This is an optimization exercise on Yosys and OpenROAD, whose aim is small area, not a production implementation.
No functional check of the RTL was part of this run.
No activity file was given, so power comes from the tool's default toggle rates.

==> flow/constraint.sdc <==
create_clock -name core_clock -period 5.0 [get_ports {clk}]
set_input_delay 1.0000 -clock core_clock [delete_from_list [all_inputs] [get_ports {clk}]]
set_output_delay 1.0000 -clock core_clock [all_outputs]
set_load 0.01 [all_outputs]
==> flow/run.sh <==
#!/bin/bash
# synth_recipe.tcl (not shown) runs the flow's synth.tcl, then flattens the netlist and writes it again
# the make line also repeats each setting of config.mk as NAME=value (left out here)
make -C /OpenROAD-flow-scripts/flow DESIGN_CONFIG=/design/flow/config.mk WORK_HOME=/design/flow/orfs CLKGATE_MAP_FILE= SYNTH_SCRIPT=/design/flow/synth_recipe.tcl finish
==> flow/design.v <==
module PE_fa (input logic x, y, z, output logic s, co);
  assign s = x ^ y ^ z;
  assign co = (x & y) | (x & z) | (y & z);
endmodule
module PE_x #(parameter INV = 0) (input logic x, c, rst, output logic d);
  assign d = ~rst & (x ^ c ^ INV[0]);
endmodule
module PE_xor (input logic x, y, output logic s);
  assign s = x ^ y;
endmodule
module PE #(parameter AR = 1) (
  input logic clk, rst, ld, hd,
  input logic [7:0] a_in, b_in, c_in,
  output logic [7:0] a, b, c
);
  logic [7:0] d;
  logic p1, p2, p3, p4, p5, p6, p7, p8, p9, p10, p11, p12, p13, p14, p15, p16, p17, p18, p19, p20, p21, p22, p23, p24, p25, p26, p27, p28, p29, p30, p31, p32, p33, p34, p35, p36, k37, s38, k39, k40, s41, k42, s43, k44, k45, s46, k47, s48, k49, s50, k51, k52, s53, k54, s55, k56, s57, k58, s59, k60, k61, s62, k63, s64, k65, s66, k67, s68, k69, s70, k71, k72, s73, k74, s75, k76, s77, k78, s79, k80, s81, k82, s83, k84, k85, x86, x87, x88, x89, x90, x91, x92, x93, x94, x95, x96, x97, x98, x99;
  always_ff @(posedge clk) begin
    if (AR) a <= rst ? 8'd0 : a_in;
    else    a <= a_in;
    b <= ({8{ld}} & b_in) | ({8{hd}} & b);
    c <= d;
  end
  assign p1 = ~(a[0] & b[0]);
  assign p2 = ~(a[0] & b[1]);
  assign p3 = ~(a[1] & b[0]);
  assign p4 = ~(a[0] & b[2]);
  assign p5 = ~(a[1] & b[1]);
  assign p6 = ~(a[2] & b[0]);
  assign p7 = ~(a[0] & b[3]);
  assign p8 = ~(a[1] & b[2]);
  assign p9 = ~(a[2] & b[1]);
  assign p10 = ~(a[3] & b[0]);
  assign p11 = ~(a[0] & b[4]);
  assign p12 = ~(a[1] & b[3]);
  assign p13 = ~(a[2] & b[2]);
  assign p14 = ~(a[3] & b[1]);
  assign p15 = ~(a[4] & b[0]);
  assign p16 = ~(a[0] & b[5]);
  assign p17 = ~(a[1] & b[4]);
  assign p18 = ~(a[2] & b[3]);
  assign p19 = ~(a[3] & b[2]);
  assign p20 = ~(a[4] & b[1]);
  assign p21 = ~(a[5] & b[0]);
  assign p22 = ~(a[0] & b[6]);
  assign p23 = ~(a[1] & b[5]);
  assign p24 = ~(a[2] & b[4]);
  assign p25 = ~(a[3] & b[3]);
  assign p26 = ~(a[4] & b[2]);
  assign p27 = ~(a[5] & b[1]);
  assign p28 = ~(a[6] & b[0]);
  assign p29 = ~(a[0] & b[7]);
  assign p30 = ~(a[1] & b[6]);
  assign p31 = ~(a[2] & b[5]);
  assign p32 = ~(a[3] & b[4]);
  assign p33 = ~(a[4] & b[3]);
  assign p34 = ~(a[5] & b[2]);
  assign p35 = ~(a[6] & b[1]);
  assign p36 = ~(a[7] & b[0]);
  PE_x #(.INV(1)) x0 (.x(p1), .c(c_in[0]), .rst(rst), .d(d[0]));
  assign k37 = ~(~p1 & c_in[0]);
  PE_fa f39 (.x(p2), .y(p3), .z(k37), .s(s38), .co(k39));
  PE_x #(.INV(1)) x1 (.x(s38), .c(c_in[1]), .rst(rst), .d(d[1]));
  assign k40 = ~(~s38 & c_in[1]);
  PE_fa f42 (.x(p4), .y(p5), .z(p6), .s(s41), .co(k42));
  PE_fa f44 (.x(s41), .y(k39), .z(k40), .s(s43), .co(k44));
  PE_x #(.INV(1)) x2 (.x(s43), .c(c_in[2]), .rst(rst), .d(d[2]));
  assign k45 = ~(~s43 & c_in[2]);
  PE_fa f47 (.x(p10), .y(p7), .z(p8), .s(s46), .co(k47));
  PE_fa f49 (.x(p9), .y(k42), .z(s46), .s(s48), .co(k49));
  PE_fa f51 (.x(s48), .y(k44), .z(k45), .s(s50), .co(k51));
  PE_x #(.INV(1)) x3 (.x(s50), .c(c_in[3]), .rst(rst), .d(d[3]));
  assign k52 = ~(~s50 & c_in[3]);
  PE_fa f54 (.x(p11), .y(p12), .z(p13), .s(s53), .co(k54));
  PE_fa f56 (.x(p14), .y(p15), .z(k47), .s(s55), .co(k56));
  PE_fa f58 (.x(s53), .y(s55), .z(k49), .s(s57), .co(k58));
  PE_fa f60 (.x(s57), .y(k51), .z(k52), .s(s59), .co(k60));
  PE_x #(.INV(1)) x4 (.x(s59), .c(c_in[4]), .rst(rst), .d(d[4]));
  assign k61 = ~(~s59 & c_in[4]);
  PE_fa f63 (.x(p16), .y(p17), .z(p18), .s(s62), .co(k63));
  PE_fa f65 (.x(p19), .y(p20), .z(p21), .s(s64), .co(k65));
  PE_fa f67 (.x(k54), .y(s62), .z(s64), .s(s66), .co(k67));
  PE_fa f69 (.x(k56), .y(s66), .z(k58), .s(s68), .co(k69));
  PE_fa f71 (.x(s68), .y(k60), .z(k61), .s(s70), .co(k71));
  PE_x #(.INV(1)) x5 (.x(s70), .c(c_in[5]), .rst(rst), .d(d[5]));
  assign k72 = ~(~s70 & c_in[5]);
  PE_fa f74 (.x(p22), .y(p23), .z(p24), .s(s73), .co(k74));
  PE_fa f76 (.x(p25), .y(p26), .z(p27), .s(s75), .co(k76));
  PE_fa f78 (.x(p28), .y(k63), .z(k65), .s(s77), .co(k78));
  PE_fa f80 (.x(s73), .y(s75), .z(s77), .s(s79), .co(k80));
  PE_fa f82 (.x(k67), .y(s79), .z(k69), .s(s81), .co(k82));
  PE_fa f84 (.x(s81), .y(k71), .z(k72), .s(s83), .co(k84));
  PE_x #(.INV(1)) x6 (.x(s83), .c(c_in[6]), .rst(rst), .d(d[6]));
  assign k85 = ~(~s83 & c_in[6]);
  PE_xor ux86 (.x(c_in[7]), .y(p29), .s(x86));
  PE_xor ux87 (.x(p30), .y(p31), .s(x87));
  PE_xor ux88 (.x(p32), .y(p33), .s(x88));
  PE_xor ux89 (.x(p34), .y(p35), .s(x89));
  PE_xor ux90 (.x(p36), .y(x86), .s(x90));
  PE_xor ux91 (.x(x87), .y(x88), .s(x91));
  PE_xor ux92 (.x(x89), .y(k74), .s(x92));
  PE_xor ux93 (.x(k76), .y(x90), .s(x93));
  PE_xor ux94 (.x(x91), .y(x92), .s(x94));
  PE_xor ux95 (.x(x93), .y(k78), .s(x95));
  PE_xor ux96 (.x(x94), .y(x95), .s(x96));
  PE_xor ux97 (.x(x96), .y(k80), .s(x97));
  PE_xor ux98 (.x(x97), .y(k82), .s(x98));
  PE_xor ux99 (.x(x98), .y(k84), .s(x99));
  PE_x #(.INV(1)) x7 (.x(x99), .c(k85), .rst(rst), .d(d[7]));
endmodule
module PEArray1 #(
    parameter W = 8,
    parameter N = 4
)(
    input logic clk, rst, stationaryCtrl,
    input logic [N-1:0][W-1:0] a_in,
    input logic [N-1:0][W-1:0] b_in,
    input logic [N-1:0][W-1:0] c_in,
    output logic [N-1:0][W-1:0] c_out
);
    logic [N-1:0][N-1:0][W-1:0] a, b, c;
    logic ld, hd;
    assign ld = stationaryCtrl & ~rst;
    assign hd = ~stationaryCtrl & ~rst;
    genvar i, j;
    for (i = 0; i < N; i++) begin : row
        for (j = 0; j < N; j++) begin : col
            PE #(.AR(i + j <= 2)) pe (
                .clk(clk), .rst(rst), .ld(ld), .hd(hd),
                .a_in(i == 0 ? a_in[j] : a[i == 0 ? 0 : i - 1][j]),
                .b_in(j == 0 ? b_in[i] : b[i][j == 0 ? 0 : j - 1]),
                .c_in(j == 0 ? c_in[i] : c[i][j == 0 ? 0 : j - 1]),
                .a(a[i][j]), .b(b[i][j]), .c(c[i][j]));
        end
        assign c_out[i] = c[i][N-1];
    end
endmodule
==> flow/config.mk <==
export PLATFORM = sky130hd
export DESIGN_NAME = PEArray1
export DESIGN_NICKNAME = PEArray1
export VERILOG_FILES = /design/flow/design.v
export SDC_FILE = /design/flow/constraint.sdc
export NUM_CORES = 4
export LEC_CHECK = 0
export CAP_MARGIN = 20
export CORE_MARGIN = 2
export CORE_UTILIZATION = 40
export SLEW_MARGIN = 20
export SYNTH_HIERARCHICAL = 1
export SYNTH_MINIMUM_KEEP_SIZE = 0
==> impl_metrics.csv <==
group,metric,value,unit
status,status,"no timing/DRC/antenna violations",
job,drv_cap,0,
sta,clock_skew,0.0183,ns
sta,fin_tns_setup,0,ns
floorplan,start_util,0.404,
clock_network,clock_path_buffers,3,
route,ant_nets,0,
setup_path,start_kind,"flip-flop",
route,num_vias,15000,
floorplan,core-area,56400,um2
sta,drv_slew,0,
floorplan,die_x,243,um
route,drc,0,
setup_path,cp.arrival,5.28,ns
clock_network,cts-htree-levels,2,
hold_path,min_path_type,"flip-flop to flip-flop",
synth,ys_warn_count,8,
power_and_ir_drop,irDropWorstVdd,245,uV
clock_network,numCtsBuffers,44,
synth,synthSimpleGateAreaFrac,0.161,
setup_path,rr_startpoint,"row[3].col[1].pe.a[0]",
floorplan,die_y,243,um
sta,max_freq,206,MHz
sta,hold_violations,0,
synth,synth_cells,2146,
setup_path,reg2reg_depth,15,
sta,relSlewSlack,0.363,
sta,fin_crit_sh,0.973,
global_routing,grt_pass1_wl,84400,um
route,via_per_inst,4.73,
clock_network,cts-root-buf,"clkbuf_16",
synth,synth-seq-cells,384,
sta,worst_slew_pin_slew,0.954,ns
synth,synthDistinctLibCells,13,
synth,synth.area.mux_share,0,
route,drt-total-wl,50500,um
hold_path,min_from,"row[2].col[1].pe.a[7]",
setup_path,r2r_end,"row[3].col[1].pe.c[7]",
global_routing,grt_pass1_vias,16500,
hold_path,whs_endpoint,"row[3].col[1].pe.a[7]",
clock_network,tritoncts,"built",
layout,fillCellCount,5187,
synth,synth_top_family_by_area,"adder cells",
placed_design,dpl.hpwl,39300,um
clock_network,clk_latency,0.57,ns
route,wl_per_cell,15.9,um
floorplan,rows,87,
route,dr.first_iter.drc_count,683,
layout,utilization,0.488,
layout,area_growth,20.9,%
placed_design,place_congestion,0.846,
global_routing,grt_start_max_net_pins,99,
clock_network,postCtsHoldBufs,0,
synth,synth_area,22800,um2
layout,fin_nets,2824,
floorplan,dieArea,58900,um2
layout,final_layout_size_suffix_gt1_frac,0.122,
synth,synth_xor_area_frac,0.135,
synth,synth_compound_area_frac,0.0492,
global_routing,antenna_found_initial,1,
setup_path,crit_required,5.41,ns
synth,syn_avg_cell_area,10.6,um2
route,firstDrtPassIters,5,
sta,setup_violations,0,
hold_path,min_path_cells,0,
sta,min_period,4.87,ns
floorplan,ioPinCount,131,
synth,syn_nets,2581,
global_routing,grt_usage,0.176,
synth,synth-seq-area-share,0.337,
setup_path,cp-end-kind,"flip-flop",
synth,synth_fa_ha_area_frac,0.295,
global_routing,grt_overflow_total,0,
placed_design,port_buffers,130,
power_and_ir_drop,cellLeakagePower,0.00819,uW
clock_network,clock_sinks,384,
setup_path,path_max_fanout,7,
setup_path,reg2reg_slack,0.13,ns
power_and_ir_drop,power.density,276,nW/um2
setup_path,worstSetupPathType,"flip-flop to flip-flop",
clock_network,path_clk_slew,0.06,ns
-- Yosys stat by module (local to each module, per instance), a selection --
module / cells inside / flops+latches
PE_fa: 1 / 0
PE_xor: 1 / 0
PEArray1: 2 / 0
-- layout make-up --
class                   count  area [um2]  area share
flip-flops and latches    384        7740       0.281
diodes                      1        2.50   0.0000909
clock inverters            18         236     0.00859
clock buffers              63        1320      0.0481
well taps                 756         946      0.0343
repair buffers            277        2460      0.0893
multi-input cells        1682       14800       0.539
-- worst max path at each step --
stage | endpoint | cells after the start | slack, ns | from
after floorplan | row[0].col[0].pe.c[7] | 15 | -0.03 | c_in[0]
after global placement | row[2].col[0].pe.c[7] | 16 | -0.64 | c_in[16]
after detailed placement | row[2].col[0].pe.c[7] | 16 | -0.75 | c_in[16]
after CTS | row[0].col[2].pe.c[7] | 15 | 0.01 | row[0].col[2].pe.b[0]
after global routing | row[0].col[3].pe.c[7] | 15 | -0.01 | row[0].col[3].pe.b[0]
final | row[3].col[1].pe.c[7] | 15 | 0.13 | row[3].col[1].pe.a[0]
-- worst max-delay path: stages (launching register included) --
cell      delay, ns
dfxtp_2        0.35
buf_4          0.16
nand2_1        0.08
fa_1           0.59
fa_1           0.45
nand2b_4       0.16
fa_1           0.51
nand2b_1       0.19
fa_1           0.52
nand2b_4       0.16
fa_1           0.47
nand2b_1       0.17
fa_1           0.47
nand2b_1       0.19
xor2_1         0.17
nor2_1         0.05
-- metrics by stage --
stage                     cells  cell area (um2)  setup WS [ns]  total power (uW)  hold slack, ns
after global routing       3181            27500        -0.0140              7910           0.369
after detailed placement   3085            25800         -0.747              4270           0.354
after CTS                  3171            27400         0.0136              7700           0.361
after global placement     3085            25800         -0.645              4250           0.347
final                      3181            27500          0.134              7600           0.361
after floorplan            2146            23000        -0.0331              3900           0.326
-- placed cells by master (no fill, tap or decap), drive strengths merged --
cell / synthesis / final
inv: 0 / 2
xor2: 352 / 352
dlygate4sd2: 0 / 3
nor2b: 31 / 31
clkbuf: 0 / 63
dfxtp: 384 / 384
and2b: 18 / 18
diode: 0 / 1
nand2b: 96 / 96
fa: 336 / 336
clkdlybuf4s50: 0 / 125
clkinvlp: 0 / 4
nand3: 16 / 16
a22o: 128 / 128
bufinv: 0 / 5
clkinv: 0 / 7
nand2: 576 / 576
nor2: 129 / 129
buf: 80 / 148
clkdlybuf4s15: 0 / 1
-- state kept, by name (all words and copies together), names as in the netlist --
| register | count |
|---|---|
| row.col.pe.a | 128 |
| row.col.pe.c | 128 |
| row.col.pe.b | 128 |
-- synth_stat cells --
library cell	number	share of area
a22o_1	128	0.049
and2b_1	18	0.0059
buf_2	64	0.014
buf_6	16	0.0079
dfxtp_1	384	0.34
fa_1	336	0.30
nand2_1	576	0.095
nand2b_1	96	0.026
nand3_1	16	0.0035
nor2_1	129	0.021
nor2b_1	30	0.0082
nor2b_4	1	0.00060
xor2_1	352	0.14
-- metal layers --
| layer | part of all wire | vias up | GRT usage |
|---|---|---|---|
| li1 | - | 7198 | - |
| met1 | 0.46 | 7507 | 0.232 |
| met4 | 0.020 | 0 | 0.0509 |
| met2 | 0.49 | 265 | 0.301 |
| met5 | 0 | - | 0 |
| met3 | 0.033 | 70 | 0.0239 |
-- logic make-up (layout without fill, tap and decap cells) --
family,Yosys count,in the layout
xor+xnor,352,352
compound gates,128,128
fa+ha+maj,336,336
buf+inv,80,358
simple gates,866,866
other cells,0,1
flops,384,384
-- report_power, final --
part / internal (uW) / switching [uW]
Sequential: 3230 / 162
Clock: 2100 / 1290
Combinational: 422 / 397
Total: 5750 / 1850
-- what timing repair did --
action,in CTS,in global routing
setup buffers,5,9
endpoints found under the setup margin,8,26
pin swaps,11,53
resized for setup,5,45

-- re-timing with driven ports --
The results above use ideal ports. As a check the final layout listed here was re-extracted and re-timed, cells and wires unchanged.
Step 1, drivers: a clkbuf_16 drives clk and a buf_2 each remaining input, both assumed.
Step 2 moves the port delays by t, midway between the first and last clock arrival at a register: inputs arrive t later, outputs are due t later. That takes back most of the time a late clock gives input paths.
Three values: no drivers, after step 1, after step 2; two values: the first two.
t, ns: 0.620
setup WS [ns]: 0.134 / 0.134 / -0.443
hold WS [ns]: 0.361 / 0.361 / 0.361
worst setup path at the end: input to register
worst register clock-pin slew, ns: 0.06 / 0.06
Met with ideal ports but missed after step 2: setup timing in this run. For this run, drivers alone change the setup slack by 0.000 ns; drivers and shift together by -0.577 ns.
